From an optimization exercise on the open Yosys and OpenROAD flow, aimed at small area; shortcuts taken in it are not production practice. At most, simulation tests tie the RTL to the original design; equivalence was not proved. Power and IR drop assume default switching activity.

## alu_32
module alu_32(
    input clk, rst,
    input [31:0] a_in, b_in,
    input [3:0] select,
    output reg [31:0] y_out,
    output reg flag, carry_bit);
For scale: about 100 I/O pins.
==> flow/config.mk <==
export PLATFORM = sky130hd
export DESIGN_NAME = alu_32
export DESIGN_NICKNAME = alu_32
export VERILOG_FILES = /design/flow/design.v
export SDC_FILE = /design/flow/constraint.sdc
export NUM_CORES = 4
export LEC_CHECK = 0
export CAP_MARGIN = 20
export CORE_MARGIN = 2
export CORE_UTILIZATION = 40
export CTS_BUF_LIST = sky130_fd_sc_hd__clkbuf_8
export SLEW_MARGIN = 20
export SYNTH_HIERARCHICAL = 1
==> flow/constraint.sdc <==
create_clock -name core_clock -period 10.0 [get_ports {clk}]
set_input_delay 2.0000 -clock core_clock [delete_from_list [all_inputs] [get_ports {clk}]]
set_output_delay 2.0000 -clock core_clock [all_outputs]
set_load 0.01 [all_outputs]
standard.sh (not shown) runs the stock make flow with config.mk's settings and CLKGATE_MAP_FILE= SYNTH_SCRIPT=/design/flow/synth_recipe.tcl, a recipe that flattens the netlist after the stock synthesis.
==> flow/flow/run.sh <==
#!/bin/bash
# Layout flow: the standard ORFS flow (standard.sh, unchanged synthesis),
# with the port buffers made of the smallest buffer cell instead of the
# default delay buffer, and power/area recovery on paths with positive slack
# after global routing. Each tool's output goes to a log in this folder.
set -euo pipefail
export BUFFER_PORTS_ARGS="-buffer_cell sky130_fd_sc_hd__buf_1"
export RECOVER_POWER=100
bash standard.sh > standard.log 2>&1
Next try:
CORE_UTILIZATION = 70   (was 40)
PLACE_DENSITY = 0.8   (was unset)
Outcome: Maximum frequency drops slightly; routed wire length shrinks by a few percent; power is lower by a few percent.
Next try:
--- a/flow/flow/run.sh
+++ b/flow/flow/run.sh
@@ -4,2 +4,3 @@
-# default delay buffer, and power/area recovery on paths with positive slack
-# after global routing. Each tool's output goes to a log in this folder.
+# default delay buffer, and synthesis's buffers removed at floorplan so that
+# the placer's repair rebuffers only the nets that need it. Each tool's
+# output goes to a log in this folder.
@@ -8 +9 @@
-export RECOVER_POWER=100
+export REMOVE_ABC_BUFFERS=1
CORE_UTILIZATION = 40   (was 70)
GPL_TIMING_DRIVEN = 0   (was unset)
PLACE_DENSITY = unset   (was 0.8)
Effect:
- The changed run produced a clean layout
- clock power climbs by about 10%
- count of clock-buffer cells in the layout is unchanged
- area after synthesis is unchanged
Function was not checked in any run of this note: the RTL went through the layout flow alone.

* * *

Setup of v6:
Another version of the RTL of alu_32 (not shown whole).
For scale: about 1700 cells after synthesis, ~34 flip-flops, roughly 100 I/O pins.
## alu_32
module alu_32(
    input clk, rst,
    input [31:0] a_in, b_in,
    input [3:0] select,
    output reg [31:0] y_out,
    output reg flag, carry_bit);
clock: 10.0 ns
lec_check: 0
cap_margin: 20
core_margin: 2
core_utilization: 40
slew_margin: 20
synth_hierarchical: 1
==> flow/flow/run.sh <==
#!/bin/bash
# Layout flow: the standard ORFS flow (standard.sh, unchanged synthesis),
# with the port buffers made of the smallest buffer cell instead of the
# default delay buffer, and power/area recovery on paths with positive slack
# after global routing. Each tool's output goes to a log in this folder.
set -euo pipefail
export BUFFER_PORTS_ARGS="-buffer_cell sky130_fd_sc_hd__buf_1"
export RECOVER_POWER=100
bash standard.sh > standard.log 2>&1
v6 | status: complete | timing, DRC, antenna: pass
The following lists how v7 was set up differently from v6:
Settings: changing SLEW_MARGIN from 20 to 0; changing CAP_MARGIN from 20 to 0.
==> run notes <==
- No run among v7 and v6 stopped early or left any final violation; all are clean.
- Comparing v6 with v7, the clock-pin transition on the worst setup and hold timing paths came out essentially unchanged.
- Hold slack: higher on v6
- On via count of the first global-routing pass, v6 tracks v7 almost exactly.
- The register-to-register slack on v7 is in line with that on v6.
- In terms of met2 wire length, v6 and v7 differ only marginally.

* * *

alu_32, a different RTL version from the one above (not shown whole).
For scale: ~1600 cells after synthesis, about 34 flip-flops, ~100 I/O pins.
Design alu_32, start of the top module:
module alu_32(
    input clk, rst,
    input [31:0] a_in, b_in,
    input [3:0] select,
    output reg [31:0] y_out,
    output reg flag, carry_bit);
Settings: LEC_CHECK=0, CAP_MARGIN=20, CORE_MARGIN=2, CORE_UTILIZATION=40, SLEW_MARGIN=20, SYNTH_HIERARCHICAL=1; clock period 10.0 ns.
run.sh (not shown) runs the stock make flow with config.mk's settings and CLKGATE_MAP_FILE= SYNTH_SCRIPT=/design/flow/synth_recipe.tcl, a recipe that flattens the netlist after the stock synthesis.
Stock flow here: none of the scripts above is used.
The baseline went through all stages and came out clean.
Edit:
Settings changed: GPL_TIMING_DRIVEN set to 0.
The changed run finished clean.
Sequential share of layout area barely changes.
Setup slack is worse by 320 ps.
Via count goes up by about 5%.
Sequential cell count does not change.
Clock-buffer cell count goes down by 2.
Sequential power hardly moves.
Cell count goes up by about 2.6%.
Register-to-register slack barely changes.
Routed wire length goes up by 12%.
Fmax goes down by about 3.3%.
Synthesized area does not change.
Edit:
==> flow/flow/run.sh (new file) <==
#!/bin/bash
# Layout flow: the standard ORFS flow (standard.sh, unchanged synthesis),
# with the port buffers made of the smallest buffer cell instead of the
# default delay buffer, and power/area recovery on paths with positive slack
# after global routing. Each tool's output goes to a log in this folder.
set -euo pipefail
export BUFFER_PORTS_ARGS="-buffer_cell sky130_fd_sc_hd__buf_1"
export RECOVER_POWER=100
bash standard.sh > standard.log 2>&1
==> flow/standard.sh (new file) <==
#!/bin/bash
# synth_recipe.tcl (not shown) runs the flow's synth.tcl, then flattens the netlist and writes it again
# the make line also repeats each setting of config.mk as NAME=value (left out here)
make -C /OpenROAD-flow-scripts/flow DESIGN_CONFIG=/design/flow/config.mk WORK_HOME=/design/flow/orfs CLKGATE_MAP_FILE= SYNTH_SCRIPT=/design/flow/synth_recipe.tcl "${@:-finish}"
Settings changed: GPL_TIMING_DRIVEN 0 to unset.
removed: flow/run.sh
Effect: Critical path depth goes down by 2. Setup slack improved by 510 ps. Maximum frequency goes up by a few percent. Worst hold slack barely changes. Wire length goes down by roughly a tenth. Utilization goes down by 1.8 points. Total power goes down by a little under a tenth. Final area goes down by a few percent. Synthesized area is unchanged.

* * *

alu_32, a different RTL version from the one above (not shown whole).
For scale: ~1600 cells after synthesis, roughly 34 flip-flops, about 100 I/O pins.
export LEC_CHECK = 0
export CAP_MARGIN = 20
export CORE_MARGIN = 2
export CORE_UTILIZATION = 60
export CTS_BUF_LIST = sky130_fd_sc_hd__clkbuf_8
export PLACE_DENSITY = 0.7
export SLEW_MARGIN = 20
export SYNTH_HIERARCHICAL = 1
create_clock -name core_clock -period 10.0 [get_ports {clk}]
standard.sh (not shown) runs the stock make flow with config.mk's settings and CLKGATE_MAP_FILE= SYNTH_SCRIPT=/design/flow/synth_recipe.tcl, a recipe that flattens the netlist after the stock synthesis.
==> flow/flow/run.sh <==
#!/bin/bash
# Layout flow: the standard ORFS flow (standard.sh, unchanged synthesis),
# with the port buffers made of the smallest buffer cell instead of the
# default delay buffer, clock tree synthesis without dummy balancing loads,
# and power/area recovery on paths with positive slack after global routing.
# Each tool's output goes to a log in this folder.
set -euo pipefail
export BUFFER_PORTS_ARGS="-buffer_cell sky130_fd_sc_hd__buf_1"
export RECOVER_POWER=100
export CTS_ARGS="-sink_clustering_enable -repair_clock_nets -buf_list sky130_fd_sc_hd__clkbuf_8 -dont_use_dummy_load"
bash standard.sh > standard.log 2>&1
The first run passed the timing, DRC and antenna checks.
Then changed:
- GPL_ROUTABILITY_DRIVEN: not set -> 0
The new run ran to the end with no violations.
Power went down by about 0.5%.
Wire length went down by about 1.3%.
Final cell count went down by about 0.3%.
Die area does not change.
Setup slack loses 0.013 ns.
Count of clock-buffer cells in the layout stays the same.
Design area hardly moves.
Utilization went down by 0.17 points.
Synthesized area stays the same.
Non-clock buffer count went down by 5.
Via count barely changes.
Then changed:
==> flow/flow/run.sh (replaced) <==
#!/bin/bash
# Layout flow: the standard ORFS flow (standard.sh, unchanged synthesis),
# with the port buffers made of the smallest buffer cell instead of the
# default delay buffer, and power/area recovery on paths with positive slack
# after global routing. Each tool's output goes to a log in this folder.
set -euo pipefail
export BUFFER_PORTS_ARGS="-buffer_cell sky130_fd_sc_hd__buf_1"
export RECOVER_POWER=100
bash standard.sh > standard.log 2>&1
- GPL_ROUTABILITY_DRIVEN: 0 -> not set
Global-route usage increases by 0.65 points.
Cell count increases by 0.46%.
Worst hold slack gets worse by 0.010 ns.
Worst setup slack gets better by 0.0064 ns.
Critical path depth stays the same.
Total power increases by 5.2%.
Synthesized cell count stays the same.
Wire length increases by 1.6%.

* * *

Setup of v26:
alu_32 with an RTL version that a note above also has.
Size: roughly 34 flip-flops, roughly 100 I/O pins.
==> flow/config.mk <==
export PLATFORM = sky130hd
export DESIGN_NAME = alu_32
export DESIGN_NICKNAME = alu_32
export VERILOG_FILES = /design/flow/design.v
export SDC_FILE = /design/flow/constraint.sdc
export NUM_CORES = 4
export LEC_CHECK = 0
export CAP_MARGIN = 20
export CORE_MARGIN = 2
export CORE_UTILIZATION = 60
export CTS_BUF_LIST = sky130_fd_sc_hd__clkbuf_8
export PLACE_DENSITY = 0.7
export SLEW_MARGIN = 20
export SYNTH_HIERARCHICAL = 1
==> flow/constraint.sdc <==
create_clock -name core_clock -period 10.0 [get_ports {clk}]
set_input_delay 2.0000 -clock core_clock [delete_from_list [all_inputs] [get_ports {clk}]]
set_output_delay 2.0000 -clock core_clock [all_outputs]
set_load 0.01 [all_outputs]
==> flow/flow/run.sh <==
#!/bin/bash
# Layout flow: the standard ORFS flow (standard.sh, unchanged synthesis),
# with the port buffers made of the smallest buffer cell instead of the
# default delay buffer, and power/area recovery on paths with positive slack
# after global routing. Each tool's output goes to a log in this folder.
set -euo pipefail
export BUFFER_PORTS_ARGS="-buffer_cell sky130_fd_sc_hd__buf_1"
export RECOVER_POWER=100
bash standard.sh > standard.log 2>&1
v26 went all the way through synthesis, placement and routing and the layout is clean on timing, DRC and antenna.
diff inputs: v26 => v31
==> flow/flow/run.sh <==
#!/bin/bash
# Layout flow: the standard ORFS flow (standard.sh). Synthesis runs
# unchanged; the layout steps after it use the smallest buffer for the port
# buffers and leave the largest buffers out of timing/design repair. Each
# tool's output goes to a log in this folder.
set -euo pipefail
bash standard.sh synth > synth.log 2>&1
export BUFFER_PORTS_ARGS="-buffer_cell sky130_fd_sc_hd__buf_1"
export DONT_USE_CELLS="sky130_fd_sc_hd__buf_6 sky130_fd_sc_hd__buf_8 sky130_fd_sc_hd__buf_12 sky130_fd_sc_hd__buf_16 sky130_fd_sc_hd__bufinv_8 sky130_fd_sc_hd__bufinv_16"
bash standard.sh > standard.log 2>&1
--- a/flow/config.mk
+++ b/flow/config.mk
@@ -9,5 +9,4 @@
 export CORE_MARGIN = 2
-export CORE_UTILIZATION = 60
+export CORE_UTILIZATION = 40
 export CTS_BUF_LIST = sky130_fd_sc_hd__clkbuf_8
-export PLACE_DENSITY = 0.7
 export SLEW_MARGIN = 20
Summary of the comparison: largest stage delay on the critical path is lower in v31, relative to v26.
[compare] base=v26 new=v31: overall power after layout climbed 3.6%, share of the clock period used by the worst path barely changed, number of search-and-repair iterations in the first detailed-routing pass dropped 1, final critical path time including I/O delays and setup dropped 0.014 ns, first-pass GRT wire length climbed about 5%.
No functional check of the RTL was part of any run of this note.

==> separate check: timing with driven ports <==
The flow's constraints put no driver on any port. The routed layouts listed below were extracted and timed again, unchanged, in two steps.
Step 1 (the two cells are an assumption about what drives the block):
set clk [get_ports {clk}]
set_driving_cell -lib_cell sky130_fd_sc_hd__clkbuf_16 $clk
set_driving_cell -lib_cell sky130_fd_sc_hd__buf_2 [delete_from_list [all_inputs] $clk]
Step 2, shift: input delay + t, output delay - t, t = (earliest + latest rising clock arrival at the registers) / 2. This alone moves slack from input paths to output paths.
a / b / c = ideal ports / drivers / drivers and shift; a / b = the first two.
run	t, ns	setup slack, ns	latest minus earliest clock arrival (ns)
the first run of note 1	0.333	0.617 / 0.623 / 0.290	0.012 / 0.012
the second run of note 1	0.334	0.526 / 0.538 / 0.204	0.016 / 0.016
the third run of note 1	0.386	0.299 / 0.305 / -0.080	0.007 / 0.007
v6	0.319	0.303 / 0.322 / 0.004	0.005 / 0.005
v7	0.328	0.343 / 0.367 / 0.039	0.002 / 0.002
the first run of note 3	0.316	0.451 / 0.464 / 0.148	0.008 / 0.009
the second run of note 3	0.313	0.130 / 0.135 / -0.178	0.005 / 0.004
the third run of note 3	0.314	0.635 / 0.648 / 0.335	0.005 / 0.005
the first run of note 4	0.325	0.680 / 0.692 / 0.368	0.037 / 0.037
the second run of note 4	0.322	0.666 / 0.677 / 0.356	0.029 / 0.029
the third run of note 4	0.336	0.673 / 0.686 / 0.350	0.013 / 0.012
v26	0.336	0.628 / 0.636 / 0.300	0.010 / 0.011
v31	0.333	0.642 / 0.647 / 0.314	0.011 / 0.012
With both steps, setup timing fails in the third run of note 1 and the second run of note 3, where it was met with ideal ports. For the third run of note 1, which loses most, drivers alone change the setup slack by +0.006 ns; drivers and shift together by -0.379 ns.
